This is an optimization exercise on Yosys and OpenROAD, whose aim is small area and a short achievable clock period, not a production implementation. Function was not checked in any run shown here: the RTL went through the layout flow alone. Power figures rest on the tool's default switching activity, not on a simulated workload.

==> flow/design.v <==
`timescale 1ns / 1ps
module FIR_filter #(
    parameter  N1   = 8,
    parameter  N2 = 16 ,
    parameter integer N3  = 32
)(
    input  wire                      clk,
    input  wire                      rst,
    input  wire                      enable,
    input  wire signed [N2-1:0]    input_data,
    output  signed [N3-1:0]   sampleT,
   output   signed [N3-1:0] output_data
);
  reg [15:0] s0;
  reg [16:0] u0, u1, u2, u3, u4, u5;
  reg [5:0] ylo;
  reg yc;
  reg [18:0] yhp, yhg;
  wire vs1, vc2;
  fir_fa u_vs1 (.a(u1[0]), .b(u3[0]), .c(~s0[0]), .s(vs1), .co(vc2));
  wire vs3, vc4;
  fir_fa u_vs3 (.a(u1[1]), .b(u3[1]), .c(~s0[1]), .s(vs3), .co(vc4));
  wire vs5, vc6;
  fir_fa u_vs5 (.a(~u5[1]), .b(vc2), .c(vs3), .s(vs5), .co(vc6));
  wire vs7, vc8;
  fir_fa u_vs7 (.a(u1[2]), .b(u3[2]), .c(~s0[2]), .s(vs7), .co(vc8));
  wire vs9, vc10;
  fir_fa u_vs9 (.a(~u5[2]), .b(vc4), .c(vs7), .s(vs9), .co(vc10));
  wire vs11, vc12;
  fir_fa u_vs11 (.a(u1[3]), .b(u3[3]), .c(~s0[3]), .s(vs11), .co(vc12));
  wire vs13, vc14;
  fir_fa u_vs13 (.a(~u5[3]), .b(vc8), .c(vs11), .s(vs13), .co(vc14));
  wire vs15, vc16;
  fir_fa u_vs15 (.a(u1[4]), .b(u3[4]), .c(~s0[4]), .s(vs15), .co(vc16));
  wire vs17, vc18;
  fir_fa u_vs17 (.a(~u5[4]), .b(vc12), .c(vs15), .s(vs17), .co(vc18));
  wire vs19, vc20;
  fir_fa u_vs19 (.a(u1[5]), .b(u3[5]), .c(~s0[5]), .s(vs19), .co(vc20));
  wire vs21, vc22;
  fir_fa u_vs21 (.a(~u5[5]), .b(vc16), .c(vs19), .s(vs21), .co(vc22));
  wire vs23, vc24;
  fir_fa u_vs23 (.a(u1[6]), .b(u3[6]), .c(~s0[6]), .s(vs23), .co(vc24));
  wire vs25, vc26;
  fir_fa u_vs25 (.a(~u5[6]), .b(vc20), .c(vs23), .s(vs25), .co(vc26));
  wire vs27, vc28;
  fir_fa u_vs27 (.a(u1[7]), .b(u3[7]), .c(~s0[7]), .s(vs27), .co(vc28));
  wire vs29, vc30;
  fir_fa u_vs29 (.a(~u5[7]), .b(vc24), .c(vs27), .s(vs29), .co(vc30));
  wire vs31, vc32;
  fir_fa u_vs31 (.a(u1[8]), .b(u3[8]), .c(~s0[8]), .s(vs31), .co(vc32));
  wire vs33, vc34;
  fir_fa u_vs33 (.a(~u5[8]), .b(vc28), .c(vs31), .s(vs33), .co(vc34));
  wire vs35, vc36;
  fir_fa u_vs35 (.a(u1[9]), .b(u3[9]), .c(~s0[9]), .s(vs35), .co(vc36));
  wire vs37, vc38;
  fir_fa u_vs37 (.a(~u5[9]), .b(vc32), .c(vs35), .s(vs37), .co(vc38));
  wire vs39, vc40;
  fir_fa u_vs39 (.a(u1[10]), .b(u3[10]), .c(~s0[10]), .s(vs39), .co(vc40));
  wire vs41, vc42;
  fir_fa u_vs41 (.a(~u5[10]), .b(vc36), .c(vs39), .s(vs41), .co(vc42));
  wire vs43, vc44;
  fir_fa u_vs43 (.a(u1[11]), .b(u3[11]), .c(~s0[11]), .s(vs43), .co(vc44));
  wire vs45, vc46;
  fir_fa u_vs45 (.a(~u5[11]), .b(vc40), .c(vs43), .s(vs45), .co(vc46));
  wire vs47, vc48;
  fir_fa u_vs47 (.a(u1[12]), .b(u3[12]), .c(~s0[12]), .s(vs47), .co(vc48));
  wire vs49, vc50;
  fir_fa u_vs49 (.a(~u5[12]), .b(vc44), .c(vs47), .s(vs49), .co(vc50));
  wire vs51, vc52;
  fir_fa u_vs51 (.a(u1[13]), .b(u3[13]), .c(~s0[13]), .s(vs51), .co(vc52));
  wire vs53, vc54;
  fir_fa u_vs53 (.a(~u5[13]), .b(vc48), .c(vs51), .s(vs53), .co(vc54));
  wire vs55, vc56;
  fir_fa u_vs55 (.a(u1[14]), .b(u3[14]), .c(~s0[14]), .s(vs55), .co(vc56));
  wire vs57, vc58;
  fir_fa u_vs57 (.a(~u5[14]), .b(vc52), .c(vs55), .s(vs57), .co(vc58));
  wire vs59, vc60;
  fir_fa u_vs59 (.a(u1[15]), .b(u3[15]), .c(s0[15]), .s(vs59), .co(vc60));
  wire vs61, vc62;
  fir_fa u_vs61 (.a(~u5[15]), .b(vc56), .c(vs59), .s(vs61), .co(vc62));
  wire vs63, vc64;
  fir_fa u_vs63 (.a(~u1[16]), .b(~u3[16]), .c(u5[16]), .s(vs63), .co(vc64));
  wire vs65, vc66;
  fir_ha u_vs65 (.a(vc60), .b(vs63), .s(vs65), .co(vc66));
  wire qs67 = ~(~u5[0] ^ vs1);
  wire qc68 = ~u5[0] | vs1;
  wire qs69 = ~(qc68 ^ vs5);
  wire qc70 = qc68 | vs5;
  wire qs71 = ~(~u5[0] ^ vs1);
  wire qc72 = ~u5[0] | vs1;
  wire qs73, qc74;
  fir_fa u_qs73 (.a(vc6), .b(vs9), .c(qs71), .s(qs73), .co(qc74));
  wire qs75, qc76;
  fir_fa u_qs75 (.a(qc70), .b(qs73), .c(~input_data[0]), .s(qs75), .co(qc76));
  wire qs77 = ~(vc10 ^ qc72);
  wire qc78 = vc10 | qc72;
  wire qs79, qc80;
  fir_fa u_qs79 (.a(vs5), .b(vs13), .c(qc74), .s(qs79), .co(qc80));
  wire qs81, qc82;
  fir_fa u_qs81 (.a(qs77), .b(~input_data[1]), .c(~input_data[3]), .s(qs81), .co(qc82));
  wire qs83, qc84;
  fir_fa u_qs83 (.a(qs79), .b(qc76), .c(qs81), .s(qs83), .co(qc84));
  wire qs85, qc86;
  fir_fa u_qs85 (.a(u0[0]), .b(u1[0]), .c(u3[0]), .s(qs85), .co(qc86));
  wire qs87, qc88;
  fir_fa u_qs87 (.a(u4[0]), .b(qs85), .c(vc6), .s(qs87), .co(qc88));
  wire qs89, qc90;
  fir_fa u_qs89 (.a(vc14), .b(vs9), .c(vs17), .s(qs89), .co(qc90));
  wire qs91, qc92;
  fir_fa u_qs91 (.a(qc78), .b(qs87), .c(qs89), .s(qs91), .co(qc92));
  wire qs93, qc94;
  fir_fa u_qs93 (.a(~input_data[2]), .b(~input_data[4]), .c(qc80), .s(qs93), .co(qc94));
  wire qs95, qc96;
  fir_fa u_qs95 (.a(qs91), .b(qc82), .c(qs93), .s(qs95), .co(qc96));
  wire qs97, qc98;
  fir_fa u_qs97 (.a(u0[1]), .b(u1[1]), .c(u3[1]), .s(qs97), .co(qc98));
  wire qs99, qc100;
  fir_fa u_qs99 (.a(u4[1]), .b(qc86), .c(qs97), .s(qs99), .co(qc100));
  wire qs101, qc102;
  fir_fa u_qs101 (.a(vc10), .b(vc18), .c(vs13), .s(qs101), .co(qc102));
  wire qs103, qc104;
  fir_fa u_qs103 (.a(vs21), .b(qs99), .c(qc88), .s(qs103), .co(qc104));
  wire qs105, qc106;
  fir_fa u_qs105 (.a(qc90), .b(qs101), .c(~input_data[3]), .s(qs105), .co(qc106));
  wire qs107, qc108;
  fir_fa u_qs107 (.a(~input_data[5]), .b(qs103), .c(qc92), .s(qs107), .co(qc108));
  wire qs109, qc110;
  fir_fa u_qs109 (.a(qc94), .b(qs105), .c(qs107), .s(qs109), .co(qc110));
  wire qs111, qc112;
  fir_fa u_qs111 (.a(u0[2]), .b(u1[2]), .c(u3[2]), .s(qs111), .co(qc112));
  wire qs113, qc114;
  fir_fa u_qs113 (.a(u4[2]), .b(u2[0]), .c(qc98), .s(qs113), .co(qc114));
  wire qs115, qc116;
  fir_fa u_qs115 (.a(qs111), .b(vc14), .c(vc22), .s(qs115), .co(qc116));
  wire qs117, qc118;
  fir_fa u_qs117 (.a(qc100), .b(qs113), .c(vs17), .s(qs117), .co(qc118));
  wire qs119, qc120;
  fir_fa u_qs119 (.a(vs25), .b(qc102), .c(qs115), .s(qs119), .co(qc120));
  wire qs121, qc122;
  fir_fa u_qs121 (.a(qs117), .b(qc104), .c(~input_data[4]), .s(qs121), .co(qc122));
  wire qs123, qc124;
  fir_fa u_qs123 (.a(~input_data[6]), .b(qs119), .c(qc106), .s(qs123), .co(qc124));
  wire qs125, qc126;
  fir_fa u_qs125 (.a(qs121), .b(qc108), .c(qs123), .s(qs125), .co(qc126));
  wire qs127, qc128;
  fir_fa u_qs127 (.a(u0[3]), .b(u1[3]), .c(u3[3]), .s(qs127), .co(qc128));
  wire qs129, qc130;
  fir_fa u_qs129 (.a(u4[3]), .b(u2[1]), .c(qc112), .s(qs129), .co(qc130));
  wire qs131, qc132;
  fir_fa u_qs131 (.a(qs127), .b(qc114), .c(vc18), .s(qs131), .co(qc132));
  wire qs133, qc134;
  fir_fa u_qs133 (.a(vc26), .b(qs129), .c(vs21), .s(qs133), .co(qc134));
  wire qs135, qc136;
  fir_fa u_qs135 (.a(vs29), .b(qc116), .c(qc118), .s(qs135), .co(qc136));
  wire qs137, qc138;
  fir_fa u_qs137 (.a(qs131), .b(qs133), .c(~input_data[5]), .s(qs137), .co(qc138));
  wire qs139, qc140;
  fir_fa u_qs139 (.a(~input_data[7]), .b(qc120), .c(qs135), .s(qs139), .co(qc140));
  wire qs141, qc142;
  fir_fa u_qs141 (.a(qc122), .b(qs137), .c(qs139), .s(qs141), .co(qc142));
  wire qs143, qc144;
  fir_fa u_qs143 (.a(qc124), .b(qs141), .c(qc126), .s(qs143), .co(qc144));
  wire qs145, qc146;
  fir_fa u_qs145 (.a(u0[4]), .b(u1[4]), .c(u3[4]), .s(qs145), .co(qc146));
  wire qs147, qc148;
  fir_fa u_qs147 (.a(u4[4]), .b(u2[2]), .c(qc128), .s(qs147), .co(qc148));
  wire qs149, qc150;
  fir_fa u_qs149 (.a(qs145), .b(qc130), .c(vc22), .s(qs149), .co(qc150));
  wire qs151, qc152;
  fir_fa u_qs151 (.a(vc30), .b(qs147), .c(vs25), .s(qs151), .co(qc152));
  wire qs153, qc154;
  fir_fa u_qs153 (.a(vs33), .b(qc132), .c(qc134), .s(qs153), .co(qc154));
  wire qs155, qc156;
  fir_fa u_qs155 (.a(qs149), .b(qs151), .c(~input_data[6]), .s(qs155), .co(qc156));
  wire qs157, qc158;
  fir_fa u_qs157 (.a(~input_data[8]), .b(qc136), .c(qs153), .s(qs157), .co(qc158));
  wire qs159, qc160;
  fir_fa u_qs159 (.a(qc138), .b(qs155), .c(qc140), .s(qs159), .co(qc160));
  wire qs161, qc162;
  fir_fa u_qs161 (.a(qs157), .b(qc142), .c(qs159), .s(qs161), .co(qc162));
  wire qs163, qc164;
  fir_fa u_qs163 (.a(u0[5]), .b(u1[5]), .c(u3[5]), .s(qs163), .co(qc164));
  wire qs165, qc166;
  fir_fa u_qs165 (.a(u4[5]), .b(u2[3]), .c(qc146), .s(qs165), .co(qc166));
  wire qs167, qc168;
  fir_fa u_qs167 (.a(qs163), .b(qc148), .c(vc26), .s(qs167), .co(qc168));
  wire qs169, qc170;
  fir_fa u_qs169 (.a(vc34), .b(qs165), .c(vs29), .s(qs169), .co(qc170));
  wire qs171, qc172;
  fir_fa u_qs171 (.a(vs37), .b(qc150), .c(qc152), .s(qs171), .co(qc172));
  wire qs173, qc174;
  fir_fa u_qs173 (.a(qs167), .b(qs169), .c(~input_data[7]), .s(qs173), .co(qc174));
  wire qs175, qc176;
  fir_fa u_qs175 (.a(~input_data[9]), .b(qc154), .c(qs171), .s(qs175), .co(qc176));
  wire qs177, qc178;
  fir_fa u_qs177 (.a(qc156), .b(qs173), .c(qc158), .s(qs177), .co(qc178));
  wire qs179, qc180;
  fir_fa u_qs179 (.a(qs175), .b(qc160), .c(qs177), .s(qs179), .co(qc180));
  wire qs181, qc182;
  fir_fa u_qs181 (.a(u0[6]), .b(u1[6]), .c(u3[6]), .s(qs181), .co(qc182));
  wire qs183, qc184;
  fir_fa u_qs183 (.a(u4[6]), .b(u2[4]), .c(qc164), .s(qs183), .co(qc184));
  wire qs185, qc186;
  fir_fa u_qs185 (.a(qs181), .b(qc166), .c(vc30), .s(qs185), .co(qc186));
  wire qs187, qc188;
  fir_fa u_qs187 (.a(vc38), .b(qs183), .c(vs33), .s(qs187), .co(qc188));
  wire qs189, qc190;
  fir_fa u_qs189 (.a(vs41), .b(qc168), .c(qc170), .s(qs189), .co(qc190));
  wire qs191, qc192;
  fir_fa u_qs191 (.a(qs185), .b(qs187), .c(~input_data[8]), .s(qs191), .co(qc192));
  wire qs193, qc194;
  fir_fa u_qs193 (.a(~input_data[10]), .b(qc172), .c(qs189), .s(qs193), .co(qc194));
  wire qs195, qc196;
  fir_fa u_qs195 (.a(qc174), .b(qs191), .c(qc176), .s(qs195), .co(qc196));
  wire qs197, qc198;
  fir_fa u_qs197 (.a(qs193), .b(qc178), .c(qs195), .s(qs197), .co(qc198));
  wire qs199, qc200;
  fir_fa u_qs199 (.a(u0[7]), .b(u1[7]), .c(u3[7]), .s(qs199), .co(qc200));
  wire qs201, qc202;
  fir_fa u_qs201 (.a(u4[7]), .b(u2[5]), .c(qc182), .s(qs201), .co(qc202));
  wire qs203, qc204;
  fir_fa u_qs203 (.a(qs199), .b(qc184), .c(vc34), .s(qs203), .co(qc204));
  wire qs205, qc206;
  fir_fa u_qs205 (.a(vc42), .b(qs201), .c(vs37), .s(qs205), .co(qc206));
  wire qs207, qc208;
  fir_fa u_qs207 (.a(vs45), .b(qc186), .c(qc188), .s(qs207), .co(qc208));
  wire qs209, qc210;
  fir_fa u_qs209 (.a(qs203), .b(qs205), .c(~input_data[9]), .s(qs209), .co(qc210));
  wire qs211, qc212;
  fir_fa u_qs211 (.a(~input_data[11]), .b(qc190), .c(qs207), .s(qs211), .co(qc212));
  wire qs213, qc214;
  fir_fa u_qs213 (.a(qc192), .b(qs209), .c(qc194), .s(qs213), .co(qc214));
  wire qs215, qc216;
  fir_fa u_qs215 (.a(qs211), .b(qc196), .c(qs213), .s(qs215), .co(qc216));
  wire qs217, qc218;
  fir_fa u_qs217 (.a(u0[8]), .b(u1[8]), .c(u3[8]), .s(qs217), .co(qc218));
  wire qs219, qc220;
  fir_fa u_qs219 (.a(u4[8]), .b(u2[6]), .c(qc200), .s(qs219), .co(qc220));
  wire qs221, qc222;
  fir_fa u_qs221 (.a(qs217), .b(qc202), .c(vc38), .s(qs221), .co(qc222));
  wire qs223, qc224;
  fir_fa u_qs223 (.a(vc46), .b(qs219), .c(vs41), .s(qs223), .co(qc224));
  wire qs225, qc226;
  fir_fa u_qs225 (.a(vs49), .b(qc204), .c(qc206), .s(qs225), .co(qc226));
  wire qs227, qc228;
  fir_fa u_qs227 (.a(qs221), .b(qs223), .c(~input_data[10]), .s(qs227), .co(qc228));
  wire qs229, qc230;
  fir_fa u_qs229 (.a(~input_data[12]), .b(qc208), .c(qs225), .s(qs229), .co(qc230));
  wire qs231, qc232;
  fir_fa u_qs231 (.a(qc210), .b(qs227), .c(qc212), .s(qs231), .co(qc232));
  wire qs233, qc234;
  fir_fa u_qs233 (.a(qs229), .b(qc214), .c(qs231), .s(qs233), .co(qc234));
  wire qs235, qc236;
  fir_fa u_qs235 (.a(u0[9]), .b(u1[9]), .c(u3[9]), .s(qs235), .co(qc236));
  wire qs237, qc238;
  fir_fa u_qs237 (.a(u4[9]), .b(u2[7]), .c(qc218), .s(qs237), .co(qc238));
  wire qs239, qc240;
  fir_fa u_qs239 (.a(qs235), .b(qc220), .c(vc42), .s(qs239), .co(qc240));
  wire qs241, qc242;
  fir_fa u_qs241 (.a(vc50), .b(qs237), .c(vs45), .s(qs241), .co(qc242));
  wire qs243, qc244;
  fir_fa u_qs243 (.a(vs53), .b(qc222), .c(qc224), .s(qs243), .co(qc244));
  wire qs245, qc246;
  fir_fa u_qs245 (.a(qs239), .b(qs241), .c(~input_data[11]), .s(qs245), .co(qc246));
  wire qs247, qc248;
  fir_fa u_qs247 (.a(~input_data[13]), .b(qc226), .c(qs243), .s(qs247), .co(qc248));
  wire qs249, qc250;
  fir_fa u_qs249 (.a(qc228), .b(qs245), .c(qc230), .s(qs249), .co(qc250));
  wire qs251, qc252;
  fir_fa u_qs251 (.a(qs247), .b(qc232), .c(qs249), .s(qs251), .co(qc252));
  wire qs253, qc254;
  fir_fa u_qs253 (.a(u0[10]), .b(u1[10]), .c(u3[10]), .s(qs253), .co(qc254));
  wire qs255, qc256;
  fir_fa u_qs255 (.a(u4[10]), .b(u2[8]), .c(qc236), .s(qs255), .co(qc256));
  wire qs257, qc258;
  fir_fa u_qs257 (.a(qs253), .b(qc238), .c(vc46), .s(qs257), .co(qc258));
  wire qs259, qc260;
  fir_fa u_qs259 (.a(vc54), .b(qs255), .c(vs49), .s(qs259), .co(qc260));
  wire qs261, qc262;
  fir_fa u_qs261 (.a(vs57), .b(qc240), .c(qc242), .s(qs261), .co(qc262));
  wire qs263, qc264;
  fir_fa u_qs263 (.a(qs257), .b(qs259), .c(~input_data[12]), .s(qs263), .co(qc264));
  wire qs265, qc266;
  fir_fa u_qs265 (.a(~input_data[14]), .b(qc244), .c(qs261), .s(qs265), .co(qc266));
  wire qs267, qc268;
  fir_fa u_qs267 (.a(qc246), .b(qs263), .c(qc248), .s(qs267), .co(qc268));
  wire qs269, qc270;
  fir_fa u_qs269 (.a(qs265), .b(qc250), .c(qs267), .s(qs269), .co(qc270));
  wire qs271, qc272;
  fir_fa u_qs271 (.a(u0[11]), .b(u1[11]), .c(u3[11]), .s(qs271), .co(qc272));
  wire qs273, qc274;
  fir_fa u_qs273 (.a(u4[11]), .b(u2[9]), .c(qc254), .s(qs273), .co(qc274));
  wire qs275, qc276;
  fir_fa u_qs275 (.a(qs271), .b(qc256), .c(vc50), .s(qs275), .co(qc276));
  wire qs277, qc278;
  fir_fa u_qs277 (.a(vc58), .b(qs273), .c(vs53), .s(qs277), .co(qc278));
  wire qs279, qc280;
  fir_fa u_qs279 (.a(vs61), .b(qc258), .c(qc260), .s(qs279), .co(qc280));
  wire qs281, qc282;
  fir_fa u_qs281 (.a(qs275), .b(qs277), .c(~input_data[13]), .s(qs281), .co(qc282));
  wire qs283, qc284;
  fir_fa u_qs283 (.a(input_data[15]), .b(qc262), .c(qs279), .s(qs283), .co(qc284));
  wire qs285, qc286;
  fir_fa u_qs285 (.a(qc264), .b(qs281), .c(qc266), .s(qs285), .co(qc286));
  wire qs287, qc288;
  fir_fa u_qs287 (.a(qs283), .b(qc268), .c(qs285), .s(qs287), .co(qc288));
  wire qs289, qc290;
  fir_fa u_qs289 (.a(u0[12]), .b(u1[12]), .c(u3[12]), .s(qs289), .co(qc290));
  wire qs291, qc292;
  fir_fa u_qs291 (.a(u4[12]), .b(u2[10]), .c(qc272), .s(qs291), .co(qc292));
  wire qs293, qc294;
  fir_fa u_qs293 (.a(qs289), .b(vs65), .c(qc274), .s(qs293), .co(qc294));
  wire qs295, qc296;
  fir_fa u_qs295 (.a(vc54), .b(vc62), .c(qs291), .s(qs295), .co(qc296));
  wire qs297, qc298;
  fir_fa u_qs297 (.a(vs57), .b(qc276), .c(qs293), .s(qs297), .co(qc298));
  wire qs299, qc300;
  fir_fa u_qs299 (.a(qc278), .b(qs295), .c(~input_data[14]), .s(qs299), .co(qc300));
  wire qs301, qc302;
  fir_fa u_qs301 (.a(qc280), .b(qs297), .c(qc282), .s(qs301), .co(qc302));
  wire qs303, qc304;
  fir_fa u_qs303 (.a(qs299), .b(qc284), .c(qs301), .s(qs303), .co(qc304));
  wire qs305, qc306;
  fir_fa u_qs305 (.a(qc286), .b(qs303), .c(qc288), .s(qs305), .co(qc306));
  wire qs307, qc308;
  fir_fa u_qs307 (.a(u0[13]), .b(u1[13]), .c(u3[13]), .s(qs307), .co(qc308));
  wire qs309, qc310;
  fir_fa u_qs309 (.a(u4[13]), .b(u2[11]), .c(vc64), .s(qs309), .co(qc310));
  wire qs311, qc312;
  fir_fa u_qs311 (.a(qc290), .b(qs307), .c(vc66), .s(qs311), .co(qc312));
  wire qs313, qc314;
  fir_fa u_qs313 (.a(qc292), .b(vc58), .c(qs309), .s(qs313), .co(qc314));
  wire qs315, qc316;
  fir_fa u_qs315 (.a(vs61), .b(qc294), .c(qs311), .s(qs315), .co(qc316));
  wire qs317, qc318;
  fir_fa u_qs317 (.a(qc296), .b(qs313), .c(qc298), .s(qs317), .co(qc318));
  wire qs319, qc320;
  fir_fa u_qs319 (.a(qs315), .b(input_data[15]), .c(qc300), .s(qs319), .co(qc320));
  wire qs321, qc322;
  fir_fa u_qs321 (.a(qs317), .b(qc302), .c(qs319), .s(qs321), .co(qc322));
  wire qs323, qc324;
  fir_ha u_qs323 (.a(qc304), .b(qs321), .s(qs323), .co(qc324));
  wire qs325, qc326;
  fir_fa u_qs325 (.a(u0[14]), .b(u1[14]), .c(u3[14]), .s(qs325), .co(qc326));
  wire qs327 = ~(u4[14] ^ u2[12]);
  wire qc328 = u4[14] | u2[12];
  wire qs329, qc330;
  fir_fa u_qs329 (.a(qc308), .b(qs325), .c(qs327), .s(qs329), .co(qc330));
  wire qs331, qc332;
  fir_fa u_qs331 (.a(vs65), .b(qc310), .c(vc62), .s(qs331), .co(qc332));
  wire qs333, qc334;
  fir_fa u_qs333 (.a(qs329), .b(qc312), .c(qc314), .s(qs333), .co(qc334));
  wire qs335, qc336;
  fir_fa u_qs335 (.a(qs331), .b(qc316), .c(qs333), .s(qs335), .co(qc336));
  wire qs337, qc338;
  fir_fa u_qs337 (.a(qc318), .b(qs335), .c(qc320), .s(qs337), .co(qc338));
  wire qs339, qc340;
  fir_ha u_qs339 (.a(qc322), .b(qs337), .s(qs339), .co(qc340));
  wire qs341, qc342;
  fir_fa u_qs341 (.a(u0[15]), .b(u1[15]), .c(u3[15]), .s(qs341), .co(qc342));
  wire qs343 = ~(u4[15] ^ u2[13]);
  wire qc344 = u4[15] | u2[13];
  wire qs345, qc346;
  fir_fa u_qs345 (.a(vc64), .b(qc326), .c(qc328), .s(qs345), .co(qc346));
  wire qs347, qc348;
  fir_fa u_qs347 (.a(qs341), .b(qs343), .c(vc66), .s(qs347), .co(qc348));
  wire qs349, qc350;
  fir_fa u_qs349 (.a(qc330), .b(qs345), .c(qs347), .s(qs349), .co(qc350));
  wire qs351, qc352;
  fir_fa u_qs351 (.a(qc332), .b(qc334), .c(qs349), .s(qs351), .co(qc352));
  wire qs353, qc354;
  fir_fa u_qs353 (.a(qc336), .b(qs351), .c(qc338), .s(qs353), .co(qc354));
  wire qs355, qc356;
  fir_fa u_qs355 (.a(~u0[16]), .b(~u1[16]), .c(~u3[16]), .s(qs355), .co(qc356));
  wire qs357, qc358;
  fir_fa u_qs357 (.a(~u4[16]), .b(u2[14]), .c(qc342), .s(qs357), .co(qc358));
  wire qs359, qc360;
  fir_fa u_qs359 (.a(qc344), .b(qs355), .c(qc346), .s(qs359), .co(qc360));
  wire qs361, qc362;
  fir_fa u_qs361 (.a(qs357), .b(qc348), .c(qs359), .s(qs361), .co(qc362));
  wire qs363, qc364;
  fir_fa u_qs363 (.a(qc350), .b(qs361), .c(qc352), .s(qs363), .co(qc364));
  wire qs365 = ~(u2[15] ^ qc356);
  wire qc366 = u2[15] | qc356;
  wire qs367, qc368;
  fir_fa u_qs367 (.a(qc358), .b(qs365), .c(qc360), .s(qs367), .co(qc368));
  wire qs369, qc370;
  fir_ha u_qs369 (.a(qc362), .b(qs367), .s(qs369), .co(qc370));
  wire qs371 = ~(~u2[16] ^ qc366);
  wire qc372 = ~u2[16] | qc366;
  wire qs373, qc374;
  fir_ha u_qs373 (.a(qs371), .b(qc368), .s(qs373), .co(qc374));
  wire [6:0] qa = {1'b0, qc96, qc84, qs83, ~input_data[2], qs69, qs67};
  wire [6:0] qb = {1'b0, qs109, qs95, 1'b0, qs75, ~input_data[1], ~input_data[0]};
  wire [6:0] ylo_next_p = qa ^ qb;
  wire [6:0] ylo_next_g = qa & qb;
  wire [5:0] ylo_next_c;
  fir_pfx_ylo_next u_pfx_ylo_next (.p(ylo_next_p[5:0]), .g(ylo_next_g[5:0]), .c(ylo_next_c));
  wire [6:0] ylo_next = ylo_next_p ^ {ylo_next_c, 1'b0};
  wire [18:0] yha_next = {1'b1, qc372, qs373, qs369, qs363, qc340, qs339, qs323, qs305, qc270, qc252, qc234, qc216, qc198, qc180, qc162, qs161, qs143, qc110};
  wire [18:0] yhb_next = {1'b0, qc374, qc370, qc364, qc354, qs353, qc324, qc306, 1'b0, qs287, qs269, qs251, qs233, qs215, qs197, qs179, qc144, 1'b0, qs125};
  wire [18:0] yhp_next = yha_next ^ yhb_next;
  wire [18:0] yhg_next = yha_next & yhb_next;
  wire [16:0] ui_a = {input_data[15], input_data};
  wire [16:0] ui_b = {s0[15], s0};
  wire [16:0] u_in_p = ui_a ^ ui_b;
  wire [16:0] u_in_g = ui_a & ui_b;
  wire [15:0] u_in_c;
  fir_pfx_u_in u_pfx_u_in (.p(u_in_p[15:0]), .g(u_in_g[15:0]), .c(u_in_c));
  wire [16:0] u_in = u_in_p ^ {u_in_c, 1'b0};
  wire [19:0] yo_p = {yhp, 1'b0};
  wire [19:0] yo_g = {yhg, yc};
  wire [18:0] yo_c;
  fir_pfx_yo u_pfx_yo (.p(yo_p[18:0]), .g(yo_g[18:0]), .c(yo_c));
  wire [19:0] yo = yo_p ^ {yo_c, 1'b0};
  wire yo_sgn0;
  fir_xor u_yo_sgn0 (.a(yo_p[19]), .b(yo_c[18]), .y(yo_sgn0));
  wire yo_sgn1;
  fir_xor u_yo_sgn1 (.a(yo_p[19]), .b(yo_c[18]), .y(yo_sgn1));
  wire yo_sgn2;
  fir_xor u_yo_sgn2 (.a(yo_p[19]), .b(yo_c[18]), .y(yo_sgn2));
  wire yo_sgn3;
  fir_xor u_yo_sgn3 (.a(yo_p[19]), .b(yo_c[18]), .y(yo_sgn3));
  wire [24:0] y = {yo[19:1], ylo};
  wire [7:0] ysign = {{2{yo_sgn3}}, {2{yo_sgn2}}, {2{yo_sgn1}}, {2{yo_sgn0}}};
  wire ld, hold;
  fir_ctl u_ctl (.rst(rst), .enable(enable), .ld(ld), .hold(hold));
  always @(posedge clk) begin
    ylo <= ({6{ld}} & ylo_next[5:0]) | ({6{hold}} & ylo);
    yc <= ({1{ld}} & ylo_next[6]) | ({1{hold}} & yc);
    yhp <= ({19{ld}} & yhp_next) | ({19{hold}} & yhp);
    yhg <= (({19{ld}} & yhg_next) | ({19{hold}} & yhg)) & 19'b0111111101111111101;
    s0 <= ({16{ld}} & input_data) | ({16{hold}} & s0);
    u0 <= ({17{ld}} & u_in) | ({17{hold}} & u0);
    u1 <= ({17{ld}} & u0) | ({17{hold}} & u1);
    u2 <= ({17{ld}} & u1) | ({17{hold}} & u2);
    u3 <= ({17{ld}} & u2) | ({17{hold}} & u3);
    u4 <= ({17{ld}} & u3) | ({17{hold}} & u4);
    u5 <= ({17{ld}} & u4) | ({17{hold}} & u5);
  end
  assign output_data = {ysign, y[23:0]};
  assign sampleT = {{16{s0[15]}}, s0};
endmodule
module fir_fa (input wire a, input wire b, input wire c, output wire s, output wire co);
  assign s = a ^ b ^ c;
  assign co = (a & b) | (a & c) | (b & c);
endmodule
module fir_ha (input wire a, input wire b, output wire s, output wire co);
  assign s = a ^ b;
  assign co = a & b;
endmodule
module fir_ctl (input wire rst, input wire enable, output wire ld, output wire hold);
  assign ld = enable & ~rst;
  assign hold = ~enable & ~rst;
endmodule
module fir_xor (input wire a, input wire b, output wire y);
  assign y = a ^ b;
endmodule
module fir_pfx_ylo_next (input wire [5:0] p, input wire [5:0] g, output wire [5:0] c);
  wire G1 = g[1] | (p[1] & g[0]);
  wire P2 = p[1] & p[0];
  wire G3 = g[3] | (p[3] & g[2]);
  wire P4 = p[3] & p[2];
  wire G5 = g[5] | (p[5] & g[4]);
  wire P6 = p[5] & p[4];
  wire G7 = g[2] | (p[2] & G1);
  wire P8 = p[2] & P2;
  wire G9 = G3 | (P4 & G1);
  wire P10 = P4 & P2;
  wire G11 = g[4] | (p[4] & G9);
  wire P12 = p[4] & P10;
  wire G13 = G5 | (P6 & G9);
  wire P14 = P6 & P10;
  assign c = {G13, G11, G9, G7, G1, g[0]};
endmodule
module fir_pfx_yo (input wire [18:0] p, input wire [18:0] g, output wire [18:0] c);
  wire G1 = g[1] | (p[1] & g[0]);
  wire G2 = (p[2] & g[1]);
  wire P3 = (p[2] & p[1]);
  wire P4 = (p[3] & p[2]);
  wire G5 = g[4] | (p[4] & g[3]);
  wire P6 = (p[4] & p[3]);
  wire G7 = g[5] | (p[5] & g[4]);
  wire P8 = (p[5] & p[4]);
  wire G9 = g[6] | (p[6] & g[5]);
  wire P10 = (p[6] & p[5]);
  wire G11 = g[7] | (p[7] & g[6]);
  wire P12 = (p[7] & p[6]);
  wire G13 = g[8] | (p[8] & g[7]);
  wire P14 = (p[8] & p[7]);
  wire G15 = g[9] | (p[9] & g[8]);
  wire P16 = (p[9] & p[8]);
  wire G17 = g[10] | (p[10] & g[9]);
  wire P18 = (p[10] & p[9]);
  wire G19 = (p[11] & g[10]);
  wire P20 = (p[11] & p[10]);
  wire P21 = (p[12] & p[11]);
  wire G22 = g[13] | (p[13] & g[12]);
  wire P23 = (p[13] & p[12]);
  wire G24 = g[14] | (p[14] & g[13]);
  wire P25 = (p[14] & p[13]);
  wire G26 = g[15] | (p[15] & g[14]);
  wire P27 = (p[15] & p[14]);
  wire G28 = g[16] | (p[16] & g[15]);
  wire P29 = (p[16] & p[15]);
  wire G30 = g[17] | (p[17] & g[16]);
  wire P31 = (p[17] & p[16]);
  wire G32 = g[18] | (p[18] & g[17]);
  wire P33 = (p[18] & p[17]);
  wire G34 = G2 | (P3 & g[0]);
  wire G35 = g[3] | (P4 & G1);
  wire G36 = G5 | (P6 & G2);
  wire P37 = (P6 & P3);
  wire G38 = G7 | (P8 & g[3]);
  wire P39 = (P8 & P4);
  wire G40 = G9 | (P10 & G5);
  wire P41 = (P10 & P6);
  wire G42 = G11 | (P12 & G7);
  wire P43 = (P12 & P8);
  wire G44 = G13 | (P14 & G9);
  wire P45 = (P14 & P10);
  wire G46 = G15 | (P16 & G11);
  wire P47 = (P16 & P12);
  wire G48 = G17 | (P18 & G13);
  wire P49 = (P18 & P14);
  wire G50 = G19 | (P20 & G15);
  wire P51 = (P20 & P16);
  wire G52 = g[12] | (P21 & G17);
  wire P53 = (P21 & P18);
  wire G54 = G22 | (P23 & G19);
  wire P55 = (P23 & P20);
  wire G56 = G24 | (P25 & g[12]);
  wire P57 = (P25 & P21);
  wire G58 = G26 | (P27 & G22);
  wire P59 = (P27 & P23);
  wire G60 = G28 | (P29 & G24);
  wire P61 = (P29 & P25);
  wire G62 = G30 | (P31 & G26);
  wire P63 = (P31 & P27);
  wire G64 = G32 | (P33 & G28);
  wire P65 = (P33 & P29);
  wire G66 = G36 | (P37 & g[0]);
  wire G67 = G38 | (P39 & G1);
  wire G68 = G40 | (P41 & G34);
  wire G69 = G42 | (P43 & G35);
  wire G70 = G44 | (P45 & G36);
  wire P71 = (P45 & P37);
  wire G72 = G46 | (P47 & G38);
  wire P73 = (P47 & P39);
  wire G74 = G48 | (P49 & G40);
  wire P75 = (P49 & P41);
  wire G76 = G50 | (P51 & G42);
  wire P77 = (P51 & P43);
  wire G78 = G52 | (P53 & G44);
  wire P79 = (P53 & P45);
  wire G80 = G54 | (P55 & G46);
  wire P81 = (P55 & P47);
  wire G82 = G56 | (P57 & G48);
  wire P83 = (P57 & P49);
  wire G84 = G58 | (P59 & G50);
  wire P85 = (P59 & P51);
  wire G86 = G60 | (P61 & G52);
  wire P87 = (P61 & P53);
  wire G88 = G62 | (P63 & G54);
  wire P89 = (P63 & P55);
  wire G90 = G64 | (P65 & G56);
  wire P91 = (P65 & P57);
  wire G92 = G70 | (P71 & g[0]);
  wire G93 = G72 | (P73 & G1);
  wire G94 = G74 | (P75 & G34);
  wire G95 = G76 | (P77 & G35);
  wire G96 = G78 | (P79 & G66);
  wire G97 = G80 | (P81 & G67);
  wire G98 = G82 | (P83 & G68);
  wire G99 = G84 | (P85 & G69);
  wire G100 = G86 | (P87 & G70);
  wire P101 = (P87 & P71);
  wire G102 = G88 | (P89 & G72);
  wire P103 = (P89 & P73);
  wire G104 = G90 | (P91 & G74);
  wire P105 = (P91 & P75);
  wire G106 = G100 | (P101 & g[0]);
  wire G107 = G102 | (P103 & G1);
  wire G108 = G104 | (P105 & G34);
  assign c = {G108, G107, G106, G99, G98, G97, G96, G95, G94, G93, G92, G69, G68, G67, G66, G35, G34, G1, g[0]};
endmodule
module fir_pfx_u_in (input wire [15:0] p, input wire [15:0] g, output wire [15:0] c);
  wire G1 = g[1] | (p[1] & g[0]);
  wire P2 = p[1] & p[0];
  wire G3 = g[3] | (p[3] & g[2]);
  wire P4 = p[3] & p[2];
  wire G5 = g[5] | (p[5] & g[4]);
  wire P6 = p[5] & p[4];
  wire G7 = g[7] | (p[7] & g[6]);
  wire P8 = p[7] & p[6];
  wire G9 = g[9] | (p[9] & g[8]);
  wire P10 = p[9] & p[8];
  wire G11 = g[11] | (p[11] & g[10]);
  wire P12 = p[11] & p[10];
  wire G13 = g[13] | (p[13] & g[12]);
  wire P14 = p[13] & p[12];
  wire G15 = g[15] | (p[15] & g[14]);
  wire P16 = p[15] & p[14];
  wire G17 = G3 | (P4 & G1);
  wire P18 = P4 & P2;
  wire G19 = G7 | (P8 & G5);
  wire P20 = P8 & P6;
  wire G21 = G11 | (P12 & G9);
  wire P22 = P12 & P10;
  wire G23 = G15 | (P16 & G13);
  wire P24 = P16 & P14;
  wire G25 = G19 | (P20 & G17);
  wire P26 = P20 & P18;
  wire G27 = G23 | (P24 & G21);
  wire P28 = P24 & P22;
  wire G29 = G27 | (P28 & G25);
  wire P30 = P28 & P26;
  wire G31 = G21 | (P22 & G25);
  wire P32 = P22 & P26;
  wire G33 = G5 | (P6 & G17);
  wire P34 = P6 & P18;
  wire G35 = G9 | (P10 & G25);
  wire P36 = P10 & P26;
  wire G37 = G13 | (P14 & G31);
  wire P38 = P14 & P32;
  wire G39 = g[2] | (p[2] & G1);
  wire P40 = p[2] & P2;
  wire G41 = g[4] | (p[4] & G17);
  wire P42 = p[4] & P18;
  wire G43 = g[6] | (p[6] & G33);
  wire P44 = p[6] & P34;
  wire G45 = g[8] | (p[8] & G25);
  wire P46 = p[8] & P26;
  wire G47 = g[10] | (p[10] & G35);
  wire P48 = p[10] & P36;
  wire G49 = g[12] | (p[12] & G31);
  wire P50 = p[12] & P32;
  wire G51 = g[14] | (p[14] & G37);
  wire P52 = p[14] & P38;
  assign c = {G29, G51, G37, G49, G31, G47, G35, G45, G25, G43, G33, G41, G17, G39, G1, g[0]};
endmodule
==> flow/flow/run.sh <==
#!/bin/bash
# The standard layout (the standard.sh, unchanged synthesis and steps), with the
# port buffers that the flow inserts on every input and output made from buf_1 cells,
# and repair_timing asked for more setup slack than the 12 ns clock needs.
# make's output goes to layout.log; each tool's own log is under orfs/logs/.
set -euo pipefail
bash standard.sh 'BUFFER_PORTS_ARGS=-buffer_cell sky130_fd_sc_hd__buf_1' SETUP_SLACK_MARGIN=7.6 TNS_END_PERCENT=5 finish > layout.log 2>&1
==> flow/standard.sh <==
#!/bin/bash
# synth_recipe.tcl (not shown) runs the flow's synth.tcl, then flattens the netlist and writes it again
# the make line also repeats each setting of config.mk as NAME=value (left out here)
make -C /OpenROAD-flow-scripts/flow DESIGN_CONFIG=/design/flow/config.mk WORK_HOME=/design/flow/orfs CLKGATE_MAP_FILE= SYNTH_SCRIPT=/design/flow/synth_recipe.tcl "${@:-finish}"
==> flow/config.mk <==
export PLATFORM = sky130hd
export DESIGN_NAME = FIR_filter
export DESIGN_NICKNAME = FIR_filter
export VERILOG_FILES = /design/flow/design.v
export SDC_FILE = /design/flow/constraint.sdc
export NUM_CORES = 4
export LEC_CHECK = 0
export CAP_MARGIN = 20
export CORE_MARGIN = 2
export CORE_UTILIZATION = 75
export CTS_BUF_LIST = sky130_fd_sc_hd__clkbuf_8
export CTS_CLUSTER_DIAMETER = 100
export CTS_CLUSTER_SIZE = 40
export PLACE_DENSITY = 0.8
export SLEW_MARGIN = 20
export SYNTH_HIERARCHICAL = 1
export SYNTH_MINIMUM_KEEP_SIZE = 0
==> flow/constraint.sdc <==
create_clock -name core_clock -period 12.0 [get_ports {clk}]
set_input_delay 2.4000 -clock core_clock [delete_from_list [all_inputs] [get_ports {clk}]]
set_output_delay 2.4000 -clock core_clock [all_outputs]
set_load 0.01 [all_outputs]
==> summary.md, run 1 <==
| Metric | Value |
|---|---|
| Status | finished clean |
| HPWL Detailed | 15.8 mm |
| DIE AREA | 0.0154 mm² |
| Hold path cells | 1 |
| Fin util | 0.796 |
| GRT Resource Usage Total | 0.285 |
| Max-slew violation count | 0 |
| Gpl congestion | 0.895 |
| N_diodes | 0 |
| CP Buf/Inv Count | 1 |
| Final Cycle Share | 0.391 |
| Crit path depth | 8 |
| Final Skew | 0.0203 ns |
| Initial drt markers | 316 |
| DRT antenna net count | 0 |
| Via density | 5.95 |
| Worst flop-to-flop path startpoint | s0[15] |
| CTS buffer count | 17 |
| Synth Net Count | 1109 |
| Mapped Cells | 867 |
| Placed instance area | 0.0106 mm² |
| Yosys warning count | 7 |
| Final non-filler cell area | 0.0111 mm² |
| Crit path DAT | 2.29 ns |
| Critical setup path kind | flop to output port |
| RSZ-0062 raised after global routing | yes |
| Residual DRC | 0 |
| PD cells | 187 mW/mm² |
| Most numerous cell in the Yosys netlist | fa_1 |
| IO Port Bufs | 82 |
| Row count | 43 |
| Worst setup SP type | flop |
| Setup TNS Final | 0 ns |
| Clock sink count | 160 |
| Drt wl/cell | 19.1 µm |
| Final setup viols | 0 |
| Pin count of the biggest net entering global routing | 92 |
| Die Y | 124 µm |
| Busiest grt layer | met2 |
| Reg2Reg Depth | 9 |
| Worst Max-Slew Pin Slew | 0.926 ns |
| Top cells by count, synth | 174 x fa_1, 161 x a22o_1, 160 x dfxtp_1 |
| Rel. slew slack | 0.383 |
| CTS tree | yes |
| Synth top area cells | fa_1 32%, dfxtp_1 30%, a22o_1 13% |
| # H-tree levels | 4 |
| HP Class | flop to flop |
| Clock Latency Late Sink | 0.46 ns |
| Hold_sp | ylo[0] |
| Crit-path slowest cell | dfxtp_4 |
| Post-placement setup slack | 6.92 ns |
| Maximum vdd ir drop | 0.000112 V |
| Final WS setup | 7.31 ns |
| Synth Cell Area | 0.0108 mm² |
| Initial antenna violation count | 0 |
| Reg clk slew, reported paths | 0.08 ns |
| Pre-antenna DRT Iters | 4 |
| CP required | 9.60 ns |
| Hold-fix buffers at CTS | 0 |
| Final hold violation count | 0 |
| Worst path top cell family by delay | compound AO/OA/AOI/OAI gates |
| Final total power | 0.00209 W |
| Core Area | 0.0140 mm² |
| Max_cap viols | 0 |
| Yosys reg bits | 160 |
| Top cell type by total area after synthesis | fa_1 |
| Worst Path Max Fanout | 4 |
| Hold endpoint | ylo[0] |
| Ys async rst share | 0 |
| R2R setup slack | 7.44 ns |
| Syn avg cell area | 12.5 µm² |
| GRT met2 Usage | 0.444 |
| Top cell type's share of synthesized area | 0.321 |
| Share of cells above drive strength 1 | 0.0888 |
| Crit-path max cell delay | 0.36 ns |
| Nets | 1119 |
| P&R area growth vs syn | 2.66% |
| Sequential cell area fraction in the yosys report | 0.295 |
| First-pass GRT wire length | 35.0 mm |
| Drt total wl | 20.5 mm |
| Met1 Use GR | 0.404 |
| Fmax | 213 MHz |
| Top FF cell, synth | dfxtp_1 |
| R2r endpoint | yhp[13] |
| Clock period minus worst slack | 4.69 ns |
| Post-synth EDFFs | 0 |
| Vias in the first global route | 7020 |
| Grt ovf | 0 |
| Worst path cell trace | and4_1 -> a22o_1 -> nand4_2 -> a21oi_2 -> nand3_2 -> a21oi_4 -> xor2_1 -> buf_2 |
| Distinct cells, synth | 47 |
| Initial Utilization | 0.775 |
| Die width | 124 µm |
| Grt met3 use | 0.0717 |
| Clock root buffer | clkbuf_8 |
| Critical Path Sink Type | output port |
| DR vias | 6362 |
| Lkg Pwr | 4.97 nW |
| Buffer levels on the longest clock path | 2 |
| Top Ports | 83 |
==> flip-flops by register name, summed over array words and instances (netlist names) <==
signal and flops:
u3 17, u5 17, u2 17, yhp 19, yhg 16, u0 17
s0 16, ylo 6, u4 17, yc 1, u1 17
==> metrics by stage <==
stage / hold WS [ns] / cells
finish: 0.470 / 1070
global route: 0.505 / 1070
CTS: 0.477 / 1069
detailed placement: 0.453 / 1032
global placement: 0.452 / 1032
floorplan: 0.439 / 867
==> final cells by class <==
type                            instances  area [µm²]
Multi-Input combinational cell        531        6600
Inverter                               75         294
Clock buffer                           20         275
Tap cell                              180         225
Timing Repair Buffer                   92         393
Sequential cell                       160        3220
Fill cell                             849        2850
Clock inverter                         12         133
==> routing by layer <==
| layer | wire length, µm | part of all wire |
|---|---|---|
| met2 | 9680 | 0.47 |
| met5 | 0 | 0 |
| met3 | 1030 | 0.050 |
| met4 | 259 | 0.013 |
| met1 | 9490 | 0.46 |
==> modules after synthesis, one instance, submodules excluded, a selection <==
module            cells  flops+latches  times used  cell area (µm²)
fir_fa                1              0         174             20.0
fir_pfx_ylo_next     18              0           1              133
fir_ha                1              0           5             12.5
FIR_filter          534            160           1             6270
fir_pfx_yo           79              0           1              488
fir_xor               1              0           4             8.76
fir_ctl               2              0           1             17.5
==> where the power goes <==
part           internal (W)  switching, W
registers          0.000585     0.0000552
logic              0.000513      0.000525
clock network      0.000202      0.000206
==> logic make-up (layout without fill, tap and decap cells) <==
family                   count (synthesis)  after routing  share of synthesized area
AND/OR/NAND/NOR                         44             44                     0.0221
AO/OA/AOI/OAI                          220            220                      0.169
buffers and inverters                  176            199                      0.101
flip-flops                             160            160                      0.295
adder cells (fa/ha/maj)                223            223                      0.378
XOR/XNOR                                43             43                     0.0347
other                                    1              1                   0.000346
==> cells in the final DEF (no fill, tap or decap), types with 2 or more instances in the layout <==
cell	n
nand3_2	2
nand2_1	8
bufinv_16	2
clkbuf_8	20
dfxtp_1	152
clkinvlp_4	4
a21o_1	19
and3_1	4
ha_1	48
a22o_1	161
fa_1	170
xor2_1	42
o211ai_1	3
o21ai_0	7
a211oi_1	2
o21bai_1	2
dfxtp_4	2
fa_2	4
nor3_1	2
buf_1	74
buf_4	10
dfxtp_2	6
nor2b_1	2
a21oi_2	3
o21a_1	2
nand3_1	2
and2_1	3
a21oi_1	9
inv_6	3
inv_1	75
nor2_1	11
buf_2	8
==> worst reg2reg max path: stages, from the launching register on <==
cell and delay, ns:
dfxtp_1 0.70, fa_1 0.54, fa_1 0.46, fa_1 0.52, fa_1 0.45, fa_1 0.41, fa_1 0.41, fa_1 0.45
ha_1 0.29, a22o_1 0.23
==> how the worst max path moves through the flow <==
| stage | from | to | slack (ns) |
|---|---|---|---|
| finish | yhp[3] | output_data[26] | 7.31 |
| global route | yhp[3] | output_data[24] | 7.16 |
| CTS | yc | output_data[27] | 7.27 |
| detailed placement | input_data[13] | yhp[11] | 6.92 |
| global placement | input_data[13] | yhp[11] | 6.96 |
| floorplan | input_data[13] | yhp[11] | 7.37 |
==> repair_timing <==
item / in CTS / in global routing
pin swaps: 4 / 6
endpoints found under the setup margin: 26 / 38
gates resized for setup: 20 / 2
setup buffers: 5 / 1
==> run 2, diff against run 1 <==
--- a/flow/design.v
+++ b/flow/design.v
@@ -423,20 +423,26 @@
   fir_xor u_yo_sgn3 (.a(yo_p[19]), .b(yo_c[18]), .y(yo_sgn3));
   wire [24:0] y = {yo[19:1], ylo};
   wire [7:0] ysign = {{2{yo_sgn3}}, {2{yo_sgn2}}, {2{yo_sgn1}}, {2{yo_sgn0}}};
-  wire ld, hold;
-  fir_ctl u_ctl (.rst(rst), .enable(enable), .ld(ld), .hold(hold));
+  wire ld0, hold0;
+  fir_ctl u_ctl0 (.rst(rst), .enable(enable), .ld(ld0), .hold(hold0));
+  wire ld1, hold1;
+  fir_ctl u_ctl1 (.rst(rst), .enable(enable), .ld(ld1), .hold(hold1));
+  wire ld2, hold2;
+  fir_ctl u_ctl2 (.rst(rst), .enable(enable), .ld(ld2), .hold(hold2));
+  wire ld3, hold3;
+  fir_ctl u_ctl3 (.rst(rst), .enable(enable), .ld(ld3), .hold(hold3));
   always @(posedge clk) begin
-    ylo <= ({6{ld}} & ylo_next[5:0]) | ({6{hold}} & ylo);
-    yc <= ({1{ld}} & ylo_next[6]) | ({1{hold}} & yc);
-    yhp <= ({19{ld}} & yhp_next) | ({19{hold}} & yhp);
-    yhg <= (({19{ld}} & yhg_next) | ({19{hold}} & yhg)) & 19'b0111111101111111101;
-    s0 <= ({16{ld}} & input_data) | ({16{hold}} & s0);
-    u0 <= ({17{ld}} & u_in) | ({17{hold}} & u0);
-    u1 <= ({17{ld}} & u0) | ({17{hold}} & u1);
-    u2 <= ({17{ld}} & u1) | ({17{hold}} & u2);
-    u3 <= ({17{ld}} & u2) | ({17{hold}} & u3);
-    u4 <= ({17{ld}} & u3) | ({17{hold}} & u4);
-    u5 <= ({17{ld}} & u4) | ({17{hold}} & u5);
+    ylo <= ({6{ld0}} & ylo_next[5:0]) | ({6{hold0}} & ylo);
+    yc <= ({1{ld1}} & ylo_next[6]) | ({1{hold1}} & yc);
+    yhp <= ({19{ld2}} & yhp_next) | ({19{hold2}} & yhp);
+    yhg <= (({19{ld3}} & yhg_next) | ({19{hold3}} & yhg)) & 19'b0111111101111111101;
+    s0 <= ({16{ld0}} & input_data) | ({16{hold0}} & s0);
+    u0 <= ({17{ld1}} & u_in) | ({17{hold1}} & u0);
+    u1 <= ({17{ld2}} & u0) | ({17{hold2}} & u1);
+    u2 <= ({17{ld3}} & u1) | ({17{hold3}} & u2);
+    u3 <= ({17{ld0}} & u2) | ({17{hold0}} & u3);
+    u4 <= ({17{ld1}} & u3) | ({17{hold1}} & u4);
+    u5 <= ({17{ld2}} & u4) | ({17{hold2}} & u5);
   end
   assign output_data = {ysign, y[23:0]};
   assign sampleT = {{16{s0[15]}}, s0};
==> run 2 against run 1 <==
Effect of this change:
- largest power group unchanged
- sequential cell count stayed put
- clock skew is 0.0054 ns lower
- critical path type unchanged
- sequential power barely moved
- clock power increased by 2%
- non-clock buffer count grew 6
- largest cell class unchanged
==> summary.md, run 2 <==
| Metric | Value |
|---|---|
| Status | finished clean (unchanged) |
| Initial drt markers | 520 (was 316) |
| Most numerous cell in the Yosys netlist | fa_1 (unchanged) |
| Crit path depth | 8 (unchanged) |
| Final hold violation count | 0 (unchanged) |
| Worst path top cell family by delay | simple AND/OR/NAND/NOR gates (was compound AO/OA/AOI/OAI gates) |
| R2R setup slack | 7.47 ns (was 7.44 ns) |
| Crit-path slowest cell | dfxtp_4 (unchanged) |
| Share of cells above drive strength 1 | 0.102 (was 0.0888) |
| Mapped Cells | 873 (was 867) |
| CTS buffer count | 17 (unchanged) |
| Post-synthesis mux area share | 0 (unchanged) |
| Pin count of the biggest net entering global routing | 54 (was 92) |
| Multi-input combinational cell area | 0.00669 mm² (was 0.00660 mm²) |
| HPWL Detailed | 16.9 mm (was 15.8 mm) |
| Synth top area cells | fa_1 32%, dfxtp_1 29%, a22o_1 13% (was fa_1 32%, dfxtp_1 30%, a22o_1 13%) |
| Max reg flops | 19 (unchanged) |
| Final total power | 0.00213 W (was 0.00209 W) |
| Clock root buffer | clkbuf_8 (unchanged) |
| Top FF cell, synth | dfxtp_1 (unchanged) |
| Syn avg cell area | 12.5 µm² (about the same) |
| Worst path cell trace | buf_4 -> and3_1 -> nand4_4 -> a21oi_4 -> nand3_2 -> a21oi_4 -> xor2_1 -> buf_2 (was and4_1 -> a22o_1 -> nand4_2 -> a21oi_2 -> nand3_2 -> a21oi_4 -> xor2_1 -> buf_2) |
| Largest family of logic cells by synthesized area | adder cells (unchanged) |
| Via density | 6.28 (was 5.95) |
| Most frequent cells in the layout | 170 x fa_1, 160 x a22o_1, 148 x dfxtp_1, 77 x buf_1, 74 x inv_1 (was 170 x fa_1, 161 x a22o_1, 152 x dfxtp_1, 75 x inv_1, 74 x buf_1) |
| Grt ovf | 0 (unchanged) |
| GRT Resource Usage Total | 0.323 (was 0.285) |
| Hold_sp | u5[4] (was ylo[0]) |
| Crit-path max cell delay | 0.36 ns (about the same) |
| Worst Path Max Fanout | 4 (unchanged) |
| Hold WS | 0.480 ns (was 0.470 ns) |
| Reg2Reg Depth | 9 (unchanged) |
| Max-slew violation count | 0 (unchanged) |
| Drt wl/cell | 22.0 µm (was 19.1 µm) |
| Pre-antenna DRT Iters | 7 (was 4) |
| Max_cap viols | 0 (unchanged) |
| HP Class | flop to flop (unchanged) |
| Distinct cells, synth | 47 (unchanged) |
| Fmax | 210 MHz (was 213 MHz) |
| Die width | 125 µm (was 124 µm) |
| Top cell type's share of synthesized area | 0.319 (was 0.321) |
| CTS tree | yes (unchanged) |
| DIE AREA | 0.0155 mm² (was 0.0154 mm²) |
| Final Cycle Share | 0.396 (was 0.391) |
| Lkg Pwr | 5.04 nW (was 4.97 nW) |
| Critical Path Sink Type | output port (unchanged) |
| Residual DRC | 0 (unchanged) |
| Compound-cell area share of the yosys netlist | 0.168 (was 0.169) |
| N_diodes | 0 (unchanged) |
| Row count | 44 (was 43) |
| Reg area | 0.00323 mm² (was 0.00322 mm²) |
| Synth Area in Adders | 0.375 (was 0.378) |
| Top cells by count, synth | 174 x fa_1, 161 x a22o_1, 160 x dfxtp_1 (unchanged) |
| Die Y | 125 µm (was 124 µm) |
| Crit path top cell by count | a21oi_4 |
| Clock Latency Late Sink | 0.48 ns (was 0.46 ns) |
| RSZ-0062 raised after global routing | yes (unchanged) |
| Initial Utilization | 0.759 (was 0.775) |
| Yosys warning count | 7 (unchanged) |
| P&R area growth vs syn | 3.62% (was 2.66%) |
| Final setup viols | 0 (unchanged) |
| Yosys reg bits | 160 (unchanged) |
| DR vias | 6806 (was 6362) |
| Drt total wl | 23.9 mm (was 20.5 mm) |
| Sequential cell area fraction in the yosys report | 0.294 (was 0.295) |
| Top cell type by total area after synthesis | fa_1 (unchanged) |
| Final Skew | 0.0149 ns (was 0.0203 ns) |
| Core Area | 0.0144 mm² (was 0.0140 mm²) |
| First-pass GRT wire length | 38.5 mm (was 35.0 mm) |
| CP Buf/Inv Count | 2 (was 1) |
| PD cells | 189 mW/mm² (was 187 mW/mm²) |
| Buffer levels on the longest clock path | 2 (unchanged) |
| XOR/XNOR share of the synthesized area | 0.0345 (was 0.0347) |
| Maximum vdd ir drop | 0.000131 V (was 0.000112 V) |
| Initial antenna violation count | 0 (unchanged) |
| Post-synth EDFFs | 0 (unchanged) |
| Crit path DAT | 2.35 ns (was 2.29 ns) |
| Nets | 1131 (was 1119) |
| Commonest non-fill, non-tap cell in the layout | fa_1 (unchanged) |
| Vias in the first global route | 7487 (was 7020) |
| Fillers | 896 (was 849) |
| Worst setup SP type | flop (unchanged) |
| CP required | 9.60 ns (about the same) |
| Reg clk slew, reported paths | 0.09 ns (was 0.08 ns) |
| Clock period minus worst slack | 4.75 ns (was 4.69 ns) |
| IO Port Bufs | 82 (unchanged) |
| Critical setup path kind | flop to output port (unchanged) |
| Ys async rst share | 0 (unchanged) |
| Setup TNS Final | 0 ns (unchanged) |
| Worst Max-Slew Pin Slew | 1.11 ns (was 0.926 ns) |
| Rel. slew slack | 0.257 (was 0.383) |
| Crit path launch | yhp[5] (was yhp[3]) |
| DRT antenna net count | 0 (unchanged) |
| Top Ports | 83 (unchanged) |
| Worst flop-to-flop path startpoint | s0[15] (unchanged) |
| # H-tree levels | 4 (unchanged) |
| Hold path cells | 1 (unchanged) |
| Clock sink count | 160 (unchanged) |
| Biggest register | yhp (unchanged) |
| Gpl congestion | 0.916 (was 0.895) |
| Synth Area in Simple Gates | 0.0268 (was 0.0221) |
| Synth Cell Area | 0.0109 mm² (was 0.0108 mm²) |
| Synth Net Count | 1115 (was 1109) |
run 2: changes by cell type in the layout (fill, tap and decap cells not counted), sizes merged, moves of 3 or more:
cell / delta
buf: +6
clkinv: +3
clkinvlp: -3
inv: -3
nor2: +3
nor2b: +3
run 2: metal layers:
metal  vias up  global-route usage  wire length, µm
met3        64              0.0915             1480
met2       270               0.551            12400
met1      3496               0.382             9190
li1       2976                   -                -
met5         -                   0                0
met4         0               0.149              750
run 2: report_power, final:
part / leakage (nW) / internal [W] / switching, W
sequential: 1.31 / 0.000586 / 0.0000557
combinational: 3.53 / 0.000525 / 0.000550
clock: 0.205 / 0.000213 / 0.000202
total: 5.04 / 0.00132 / 0.000808
run 2: kinds of logic (layout without fill, tap and decap cells):
group / after synthesis / after routing
xor gates and xnor gates: 43 / 43
adders and majority gates: 223 / 223
AOI/OAI and AO/OA: 220 / 220
buffers and inverters: 176 / 202
other: 1 / 1
and+or+nand+nor: 50 / 50
DFF: 160 / 160
run 2: per-module statistics from Yosys (local to each module, per instance), a selection:
module,times used,flops+latches
fir_pfx_yo,1,0
fir_pfx_u_in,1,0
fir_pfx_ylo_next,1,0
fir_ctl,4,0
fir_ha,5,0
fir_xor,4,0
run 2: what timing repair did:
item / in CTS / in global routing
buffers inserted: 8 / 2
setup endpoints to repair: 27 / 39
hold buffers: 0 / 0
resized for setup: 24 / 6
pin swaps: 7 / 4
cloned: 0 / 0
run 2: cell type report:
class | count | share of cell area
sequential | 160 | 0.286
tap | 184 | 0.0204
clock buffer | 19 | 0.0231
clock inverter | 10 | 0.0122
inverter | 75 | 0.0260
timing repair buffer | 98 | 0.0406
multi-input combinational | 537 | 0.592
run 2: final timing paths:
path	to
worst min register to register	u5[4]
worst max register to register	yhp[13]
worst min-delay path	u5[4]
worst max-delay path	output_data[29]
run 2: stage by stage:
stage	instance area, µm²	util	cells	setup slack [ns]
floorplan	10900	-	873	7.37
global placement	10700	0.745	1042	6.99
detailed placement	10700	0.745	1042	6.93
CTS	11200	0.782	1079	7.25
global route	11300	0.787	1083	7.11
finish	11300	0.787	1083	7.25

==> static timing again, ports no longer ideal <==
No port has a modelled driver above. Below, the same layouts with a new extraction and two added sets of constraints.
Step 1 (the two cells are an assumption about what drives the block):
set clk [get_ports {clk}]
set_driving_cell -lib_cell sky130_fd_sc_hd__clkbuf_16 $clk
set_driving_cell -lib_cell sky130_fd_sc_hd__buf_2 [delete_from_list [all_inputs] $clk]
Step 2, shift: input delay + t, output delay - t, t = (earliest + latest rising clock arrival at the registers) / 2. This alone moves slack from input paths to output paths.
Slacks: ideal / step 1 / step 2; pairs: ideal / step 1.
| run | t, ns | setup slack, ns | hold WS [ns] | latest minus earliest clock arrival (ns) | slew at the worst register clock pin (ns) |
|---|---|---|---|---|---|
| run 1 | 0.487 | 7.310 / 7.274 / 6.911 | 0.470 / 0.470 / 0.470 | 0.021 / 0.021 | 0.09 / 0.09 |
| run 2 | 0.511 | 7.247 / 7.207 / 6.933 | 0.480 / 0.480 / 0.480 | 0.016 / 0.016 | 0.09 / 0.09 |
After both steps setup and hold are still met in every run listed. The setup slack of run 1, which loses most, moves by -0.036 ns with the drivers and by -0.399 ns with both steps.
